This is an optimization exercise on Yosys and OpenROAD, whose aim is small area and a short achievable clock period, not a production implementation. At most, simulation tests tie the RTL to the original design; equivalence was not proved. Power is estimated from default activity; no workload was simulated.

## proc
module proc (
  imem_addr, dmem_addr, dmem_wdata, dmem_re, dmem_we, halt_out,
  clk, rst, imem_data, dmem_rdata
  );
export LEC_CHECK = 0
export CAP_MARGIN = 20
export CORE_MARGIN = 2
export CORE_UTILIZATION = 55
export CTS_BUF_LIST = sky130_fd_sc_hd__clkbuf_8
export CTS_CLUSTER_DIAMETER = 50
export CTS_CLUSTER_SIZE = 20
export SETUP_SLACK_MARGIN = 5
export SLEW_MARGIN = 20
create_clock -name core_clock -period 9.0 [get_ports {clk}]
standard.sh (not shown) runs the stock make flow with config.mk's settings and CLKGATE_MAP_FILE= SYNTH_SCRIPT=/design/flow/synth_recipe.tcl, a recipe that flattens the netlist after the stock synthesis.
==> flow/flow/run.sh <==
#!/bin/bash
# The standard ORFS layout (the standard.sh) with one change to how it
# sizes cells: the port buffers that the standard flow inserts use the
# smallest buffer (buf_1) instead of the resizer's default pick.
set -euo pipefail
export BUFFER_PORTS_ARGS="-buffer_cell sky130_fd_sc_hd__buf_1"
bash standard.sh > standard_flow.log 2>&1
Change:
- CTS_BUF_LIST: sky130_fd_sc_hd__clkbuf_8 -> default
- CTS_CLUSTER_DIAMETER: 50 -> default
- CTS_CLUSTER_SIZE: 20 -> default
The new run passed the timing, DRC and antenna checks. Worst setup slack stays flat. Design area came out higher by a few percent. Non-clock buffer count came out lower by 1. Sequential power hardly moves. Register-to-register slack got worse by 20 ps. Sequential share of layout area came out lower by 0.77 points. Critical path depth stays the same. Via count stays flat. Worst hold slack got worse by 11 ps. Flip-flop and latch count stays the same.
Change:
==> flow/flow/run.sh (replaced) <==
#!/bin/bash
# The standard ORFS layout (the standard.sh) with changes to how it sizes
# cells only: the port buffers that the standard flow inserts use the smallest
# buffer (buf_1), and clock tree synthesis uses clkbuf_8 clusters of at most
# 20 sinks and no dummy loads. Everything else is the standard flow.
set -euo pipefail
export BUFFER_PORTS_ARGS="-buffer_cell sky130_fd_sc_hd__buf_1"
export CTS_ARGS="-sink_clustering_enable -repair_clock_nets -sink_clustering_size 20 -sink_clustering_max_diameter 50 -buf_list sky130_fd_sc_hd__clkbuf_8 -dont_use_dummy_load"
bash standard.sh > standard_flow.log 2>&1
- CTS_BUF_LIST: default -> sky130_fd_sc_hd__clkbuf_8
- CTS_CLUSTER_DIAMETER: default -> 50
- CTS_CLUSTER_SIZE: default -> 20
Cell area goes down by 3.2%.
Die area stays the same.
First-iteration DRC count goes down by 4.2%.
Non-clock buffer count goes up by 2.


proc, a different RTL version from the one above (not shown whole).
Size in the first run: ~1,600 cells after synthesis, ~290 flip-flops, roughly 85 I/O pins.
Settings: LEC_CHECK=0, CAP_MARGIN=20, CORE_MARGIN=2, CORE_UTILIZATION=66, SETUP_SLACK_MARGIN=5, SLEW_MARGIN=20, SYNTH_HIERARCHICAL=1; clock period 9.0 ns.
==> flow/flow/run.sh <==
#!/bin/bash
# The standard ORFS layout (the standard.sh) with changes to how it sizes
# cells only: the port buffers that the standard flow inserts use the smallest
# buffer (buf_1), and clock tree synthesis uses clkbuf_8 clusters of at most
# 20 sinks and no dummy loads. Everything else is the standard flow.
set -euo pipefail
export BUFFER_PORTS_ARGS="-buffer_cell sky130_fd_sc_hd__buf_1"
export CTS_ARGS="-sink_clustering_enable -repair_clock_nets -sink_clustering_size 20 -sink_clustering_max_diameter 50 -buf_list sky130_fd_sc_hd__clkbuf_8 -dont_use_dummy_load"
bash standard.sh > standard_flow.log 2>&1
Change:
Settings changed: CORE_UTILIZATION 66 to 62.
The new run passed the timing, DRC and antenna checks.
Total power is lower slightly.
Die area came out higher by a few percent.
Clock-buffer cell count went down by 1.
Synthesized cell count does not change.
First-iteration DRC count went up by a little under a tenth.
Wire length is about the same.
Combinational power is about the same.
Final area stays flat.
Cell count is about the same.
No functional check of the RTL was part of any run of this note.


proc, a different RTL version from the one above (not shown whole).
Size: ~290 flip-flops, about 85 I/O pins, roughly 17,000 sq um of cells after synthesis.
Settings: LEC_CHECK=0, CAP_MARGIN=20, CORE_MARGIN=2, CORE_UTILIZATION=55, CTS_BUF_LIST=sky130_fd_sc_hd__clkbuf_8, CTS_CLUSTER_DIAMETER=50, CTS_CLUSTER_SIZE=20, SETUP_SLACK_MARGIN=5, SLEW_MARGIN=20; clock period 9.0 ns.
==> flow/flow/run.sh <==
#!/bin/bash
# The standard ORFS layout (the standard.sh) with changes to how it sizes
# cells only: the port buffers that the standard flow inserts use the smallest
# buffer (buf_1), and clock tree synthesis uses clkbuf_8 clusters of at most
# 20 sinks and no dummy loads; the buffers that ABC inserted are removed at
# floorplan and the resizer buffers again where needed. Everything else is
# the standard flow.
set -euo pipefail
export BUFFER_PORTS_ARGS="-buffer_cell sky130_fd_sc_hd__buf_1"
export CTS_ARGS="-sink_clustering_enable -repair_clock_nets -sink_clustering_size 20 -sink_clustering_max_diameter 50 -buf_list sky130_fd_sc_hd__clkbuf_8 -dont_use_dummy_load"
export REMOVE_ABC_BUFFERS=1
bash standard.sh > standard_flow.log 2>&1
Next try:
==> flow/flow/run.sh (replaced) <==
#!/bin/bash
# The standard ORFS layout (the standard.sh) with changes to how it sizes
# cells only: the port buffers that the standard flow inserts use the smallest
# buffer (buf_1), and clock tree synthesis uses clkbuf_8 clusters of at most
# 20 sinks and no dummy loads. Everything else is the standard flow.
set -euo pipefail
export BUFFER_PORTS_ARGS="-buffer_cell sky130_fd_sc_hd__buf_1"
export CTS_ARGS="-sink_clustering_enable -repair_clock_nets -sink_clustering_size 20 -sink_clustering_max_diameter 50 -buf_list sky130_fd_sc_hd__clkbuf_8 -dont_use_dummy_load"
bash standard.sh > standard_flow.log 2>&1
Outcome: The new run completed without violations; non-clock buffer count went up by 5; global-route usage went up by 0.85 points; routed wire length went up by 2.8%; fmax barely changes; sequential share of layout area is about the same; final cell count stays flat; count of clock-buffer cells in the layout went down by 2; design area hardly moves; via count went up by 1.4%; power barely changes.


Starting RTL as in the previous note.
==> flow/design.v (excerpt) <==
module proc (
  imem_addr, dmem_addr, dmem_wdata, dmem_re, dmem_we, halt_out,
  clk, rst, imem_data, dmem_rdata
  );
clock: 9.0 ns
lec_check: 0
cap_margin: 20
core_margin: 2
core_utilization: 65
setup_slack_margin: 5
slew_margin: 20
==> flow/flow/run.sh <==
#!/bin/bash
# The standard ORFS layout (the standard.sh) with changes to how it sizes
# cells only: the port buffers that the standard flow inserts use the smallest
# buffer (buf_1), and clock tree synthesis uses clkbuf_8 clusters of at most
# 20 sinks and no dummy loads. Everything else is the standard flow.
set -euo pipefail
export BUFFER_PORTS_ARGS="-buffer_cell sky130_fd_sc_hd__buf_1"
export CTS_ARGS="-sink_clustering_enable -repair_clock_nets -sink_clustering_size 20 -sink_clustering_max_diameter 50 -buf_list sky130_fd_sc_hd__clkbuf_8 -dont_use_dummy_load"
bash standard.sh > standard_flow.log 2>&1
Then changed:
==> flow/flow/run.sh (replaced) <==
#!/bin/bash
# The standard ORFS layout (the standard.sh) with one change to how it
# sizes cells: the port buffers that the standard flow inserts use the
# smallest buffer (buf_1) instead of the resizer's default pick.
set -euo pipefail
export BUFFER_PORTS_ARGS="-buffer_cell sky130_fd_sc_hd__buf_1"
bash standard.sh > standard_flow.log 2>&1
Settings changed: CORE_UTILIZATION 65 to 55, CTS_BUF_LIST from default to sky130_fd_sc_hd__clkbuf_8, CTS_CLUSTER_DIAMETER from default to 50, CTS_CLUSTER_SIZE from default to 20.
=> The new run passed the timing, DRC and antenna checks. Worst setup slack stays flat. Final cell count rises by 4.5%. Area after synthesis stays the same. First-iteration DRC count falls by 13%. Count of clock-buffer cells in the layout rises by 4. Wire length rises by 6.9%. Final area rises by 2.9%. Global-route usage falls by 3.8 points. Power rises by 8.4%. Die area rises by 18%. Flip-flop and latch count stays the same.


== north ==
Another version of the RTL of proc (not shown whole).
Size: roughly 1600 cells after synthesis, ~85 I/O pins, ~16000 µm² of cells after synthesis.
export LEC_CHECK = 0
export CAP_MARGIN = 20
export CORE_MARGIN = 2
export CORE_UTILIZATION = 62
export SETUP_SLACK_MARGIN = 4.95
export SLEW_MARGIN = 20
export SYNTH_HIERARCHICAL = 1
create_clock -name core_clock -period 9.0 [get_ports {clk}]
==> flow/flow/run.sh <==
#!/bin/bash
# The standard ORFS layout (the standard.sh) with changes to how it sizes
# cells only: the port buffers that the standard flow inserts use the smallest
# buffer (buf_1), and clock tree synthesis uses clkbuf_8 clusters of at most
# 26 sinks and no dummy loads. Everything else is the standard flow.
set -euo pipefail
export BUFFER_PORTS_ARGS="-buffer_cell sky130_fd_sc_hd__buf_1"
export CTS_ARGS="-sink_clustering_enable -repair_clock_nets -sink_clustering_size 26 -sink_clustering_max_diameter 60 -buf_list sky130_fd_sc_hd__clkbuf_8 -dont_use_dummy_load"
bash standard.sh > standard_flow.log 2>&1
No stage failed in north, and the final checks on the layout all came back clean.
Relative to north, the following input files were edited for south:
# north
export LEC_CHECK = 0
export CAP_MARGIN = 20
export CORE_MARGIN = 2
export CORE_UTILIZATION = 62
export SETUP_SLACK_MARGIN = 4.95
export SLEW_MARGIN = 20
export SYNTH_HIERARCHICAL = 1
create_clock -name core_clock -period 9.0 [get_ports {clk}]
# south
export LEC_CHECK = 0
export CAP_MARGIN = 20
export CORE_MARGIN = 2
export CORE_UTILIZATION = 62
export GPL_TIMING_DRIVEN = 0
export SETUP_SLACK_MARGIN = 5
export SLEW_MARGIN = 20
export SYNTH_HIERARCHICAL = 1
create_clock -name core_clock -period 9.0 [get_ports {clk}]
--- a/flow/flow/run.sh
+++ b/flow/flow/run.sh
@@ -5 +5 @@
-# 26 sinks and no dummy loads. Everything else is the standard flow.
+# 20 sinks and no dummy loads. Everything else is the standard flow.
@@ -8 +8 @@
-export CTS_ARGS="-sink_clustering_enable -repair_clock_nets -sink_clustering_size 26 -sink_clustering_max_diameter 60 -buf_list sky130_fd_sc_hd__clkbuf_8 -dont_use_dummy_load"
+export CTS_ARGS="-sink_clustering_enable -repair_clock_nets -sink_clustering_size 20 -sink_clustering_max_diameter 50 -buf_list sky130_fd_sc_hd__clkbuf_8 -dont_use_dummy_load"
Compared with north, south instantiates a larger number of cells.
Between south and north, the highest clock rate figures differ only marginally.
south ends up with a final-layout fill cell count that is 146 lower than in north.
NOTE clock power north->south increased by a few percent
south against north: number of enable-type register cells in the synthesized netlist essentially unchanged; met3 layer wire length in the routed design shows an increase of 110 µm.
From north to south the numbers moved as follows: power grew by 0.13 mW; via count of the routed design grew by 548; clock-buffer cell count grew by 12%.
Inputs modified between south and east:
# south
export LEC_CHECK = 0
export CAP_MARGIN = 20
export CORE_MARGIN = 2
export CORE_UTILIZATION = 62
export GPL_TIMING_DRIVEN = 0
export SETUP_SLACK_MARGIN = 5
export SLEW_MARGIN = 20
export SYNTH_HIERARCHICAL = 1
create_clock -name core_clock -period 9.0 [get_ports {clk}]
# east
export LEC_CHECK = 0
export CAP_MARGIN = 20
export CORE_MARGIN = 2
export CORE_UTILIZATION = 62
export SETUP_SLACK_MARGIN = 5
export SLEW_MARGIN = 20
export SYNTH_HIERARCHICAL = 1
create_clock -name core_clock -period 9.0 [get_ports {clk}]
### Flow results
In the tables for east and south, cell area reads higher with south.
Looking only at internal cell power, and setting everything else aside, the higher value of east and south goes to south.
Worst setup slack: higher on east
east: flow completed, timing, DRC and antenna clean
Relative to south, layout clock buffer count has decreased by about 3.6% in east.

-- separate check: timing with driven ports --
How much do the figures lean on ideal ports? The routed layouts below were timed once more, with nothing changed but the port constraints.
Step 1 assumes that a clkbuf_16 drives the clock port and a buf_2 every other input.
Step 2 adds t to the input delays and takes it off the output delays; t is the mean of the earliest and latest rising clock arrival at the registers after step 1. Input paths then give back, and output paths get back, about the clock's delay inside the block.
a / b / c = ideal ports / drivers / drivers and shift; a / b = the first two.
run | t, ns | setup slack, ns | slew at the worst register clock pin (ns) | worst slew at a driven data input, ns | pins driven straight from the clock port
the first run of note 1 | 0.623 | 4.947 / 4.898 / 4.898 | 0.10 / 0.10 | 0.06 | 1
the second run of note 1 | 0.573 | 4.946 / 4.896 / 4.896 | 0.06 / 0.06 | 0.06 | 1
the third run of note 1 | 0.595 | 4.948 / 4.898 / 4.898 | 0.10 / 0.10 | 0.06 | 1
the first run of note 2 | 0.633 | 4.967 / 4.935 / 4.925 | 0.11 / 0.11 | 0.04 | 1
the second run of note 2 | 0.623 | 4.973 / 4.935 / 4.873 | 0.10 / 0.10 | 0.05 | 1
the first run of note 3 | 0.642 | 4.947 / 4.904 / 4.904 | 0.10 / 0.10 | 0.06 | 1
the second run of note 3 | 0.638 | 4.947 / 4.904 / 4.904 | 0.10 / 0.10 | 0.06 | 1
the first run of note 4 | 0.633 | 4.945 / 4.888 / 4.888 | 0.11 / 0.11 | 0.07 | 1
the second run of note 4 | 0.666 | 4.947 / 4.904 / 4.904 | 0.11 / 0.11 | 0.06 | 1
north | 0.597 | 4.975 / 4.933 / 4.933 | 0.11 / 0.11 | 0.05 | 1
south | 0.613 | 4.964 / 4.918 / 4.918 | 0.11 / 0.11 | 0.06 | 1
east | 0.607 | 4.975 / 4.943 / 4.943 | 0.11 / 0.11 | 0.04 | 1
After both steps every run listed still meets setup and hold. The setup slack of the second run of note 2, which loses most, moves by -0.038 ns with the drivers and by -0.100 ns with both steps.
